Context: an optimization exercise on an open-source flow, tuned for a short achievable clock period and few clock cycles. The choices shown serve that exercise and are no tape-out recipe. Function was checked by simulation only, so behaviour that the tests miss may differ from the original. Power and IR drop assume default switching activity.

== old ==
## main_proc
module main_proc(clock, reset, imem_addr, imem_rdata, dmem_addr, dmem_wdata, dmem_we, dmem_rdata);
export LEC_CHECK = 0
export ABC_CLOCK_PERIOD_IN_PS = 100
export CAP_MARGIN = 20
export CELL_PAD_IN_SITES_DETAIL_PLACEMENT = 1
export CELL_PAD_IN_SITES_GLOBAL_PLACEMENT = 1
export CORE_MARGIN = 2
export CORE_UTILIZATION = 30
export PLACE_DENSITY = 0.45
export SLEW_MARGIN = 20
export SYNTH_HIERARCHICAL = 1
create_clock -name core_clock -period 23.0 [get_ports {clock}]
standard.sh (not shown) runs the stock make flow with config.mk's settings and CLKGATE_MAP_FILE= SYNTH_SCRIPT=/design/flow/synth_recipe.tcl, a recipe that flattens the netlist after the stock synthesis.
==> flow/flow/run.sh <==
#!/bin/bash
# The standard ORFS layout (the standard.sh; the standard synthesis is unchanged) with:
#  - repair_timing aiming for more setup slack than the 23 ns constraint alone asks for,
#  - port buffers made with buf_4 rather than the delay cell buffer_ports picks by default,
#  - resizing free to change a cell's footprint,
#  - after global placement, the flip-flops that drive output ports get the strongest
#    drive of their cell type (flow/upsize_out_flops.tcl).
# All output goes to standard_flow.log in the work folder (ORFS's own logs are under orfs/logs).
set -euo pipefail
bash standard.sh \
  SETUP_SLACK_MARGIN=16.8 TNS_END_PERCENT=50 MATCH_CELL_FOOTPRINT=0 \
  "BUFFER_PORTS_ARGS=-buffer_cell sky130_fd_sc_hd__buf_4" \
  "POST_GLOBAL_PLACE_TCL=$(pwd)/flow/upsize_out_flops.tcl" \
  finish > standard_flow.log 2>&1
==> flow/flow/upsize_out_flops.tcl <==
# Run after global placement (POST_GLOBAL_PLACE hook): give the flip-flops that
# drive the output ports (imem_addr, dmem_addr, dmem_wdata, dmem_we) the
# strongest drive of their cell type. Same cell type, same register; only the
# drive strength changes. Detailed placement legalizes afterwards.
set db [ord::get_db]
set block [[$db getChip] getBlock]
set strong [$db findMaster sky130_fd_sc_hd__dfxtp_4]
set n 0
foreach inst [$block getInsts] {
  set name [$inst getName]
  if {[regexp {^(pc_o|dm_addr|dm_wdata|dm_we)(\\\[|\$)} $name]} {
    if {[[$inst getMaster] getName] eq "sky130_fd_sc_hd__dfxtp_1"} {
      $inst swapMaster $strong
      incr n
    }
  }
}
puts "upsize_out_flops: $n flip-flops set to dfxtp_4"
old: flow completed, timing, DRC and antenna clean
Testbench counts of old, summed over its fixed seeds: cycles 32,913.
Here is what was changed in the inputs of new compared with old.
--- a/flow/design.v
+++ b/flow/design.v
@@ -191,23 +191,25 @@
 wire [31:0] br_t  = pcI + imm_b;
 wire [31:0] jal_t = pcI + imm_j;
 reg         tl_v, ta_v;
 reg  [4:0]  tl_r, ta_r;
 reg  [31:0] tl_val, ta_val;
 reg         fpI, fpS;        
 reg  [11:2] jtI, jtS;        
 wire [31:0] jtD = {pcI[31:12], jtI, 2'b00};
 wire [31:0] npD = fpI ? jtD : npI;    
 wire        dm_l    = tl_v && (tl_r == rs1);
 wire        dm_a    = ta_v && (ta_r == rs1);
-wire [31:0] d_jt    = ((dm_l ? tl_val : ta_val) + imm_i) & ~32'd1;
+wire [31:0] d_jt_l  = (tl_val + imm_i) & ~32'd1;
+wire [31:0] d_jt_a  = (ta_val + imm_i) & ~32'd1;
+wire [31:0] d_jt    = dm_l ? d_jt_l : d_jt_a;
 wire        d_jr    = go && d_jalr && !fpI && (dm_l || dm_a);
 wire d_ok_seq = fpI ? (pc4 == jtD) : (pc4 == npI);
 wire d_ok_br  = fpI ? (br_t == jtD) : (br_t == npI);
 wire d_ok_jal = fpI ? (jal_t == jtD) : (jal_t == npI);
 wire e_addi   = wrE && !rE && !kE && (f3E == 3'b000);
 wire e_zero   = (opA == negE_i);
 wire d_zloop  = !f3[2] && (rs2 == 5'd0) && e1 && e_addi;
 wire d_taken  = e_zero ^ f3[0];
 wire d_brr    = go && d_br && d_zloop && (d_taken ^ (fpI || hitI));
 wire        d_redir = d_jr || d_brr;         
 wire [31:0] d_tgt   = d_jalr ? d_jt : d_taken ? br_t : pc4;
==> run notes <==
- No crash in new: every stage finished, but the layout fails its final checks due to max-capacitance violations, max-slew violations.
- When new is set beside old, its overall power of the completed layout turns out to be 2.8% smaller.
- Comparing new with old, the area after synthesis came out essentially unchanged.
- old has lower sequential share of layout area than new.
- In new, the final critical path time including I/O delays and setup came out 0.030 ns above the value in old.
- [compare] base=old new=new: part of the total power dissipated in combinational logic went down 1.3 points; static leakage held; wire length went down about 1.2%.
- Looking at new and old, the met1 routed wirelength after detailed routing is a wash.
- old → new: clock buffer instance count of the final layout increased 5, met2 layer usage reported by global route went down, detailed router's first-iteration violation count moved down.
Testbench counts of new, summed over its fixed seeds: cycles 32,913.

-- re-timing with driven ports --
In the flow no input, the clock included, has a driving cell. The finished layouts below were timed again as built, in two steps.
Step 1: set_driving_cell puts a clkbuf_16 on clock and a buf_2 on each other input, an assumption about the parent block.
Step 2, shift: input delay + t, output delay - t, t = (earliest + latest rising clock arrival at the registers) / 2. This alone moves slack from input paths to output paths.
a / b / c = ideal ports / drivers / drivers and shift; a / b = the first two.
| run | shift t [ns] | setup WS [ns] | worst setup path at the end | worst register clock-pin slew, ns | cell pins on the clock port's net |
|---|---|---|---|---|---|
| old | 1.067 | 16.781 / 16.781 / 15.808 | input to register | 0.07 / 0.07 | 1 |
| new | 1.065 | 16.751 / 16.749 / 15.779 | input to register | 0.08 / 0.08 | 1 |
For old, which loses most, drivers alone change the setup slack by 0.000 ns; drivers and shift together by -0.973 ns.
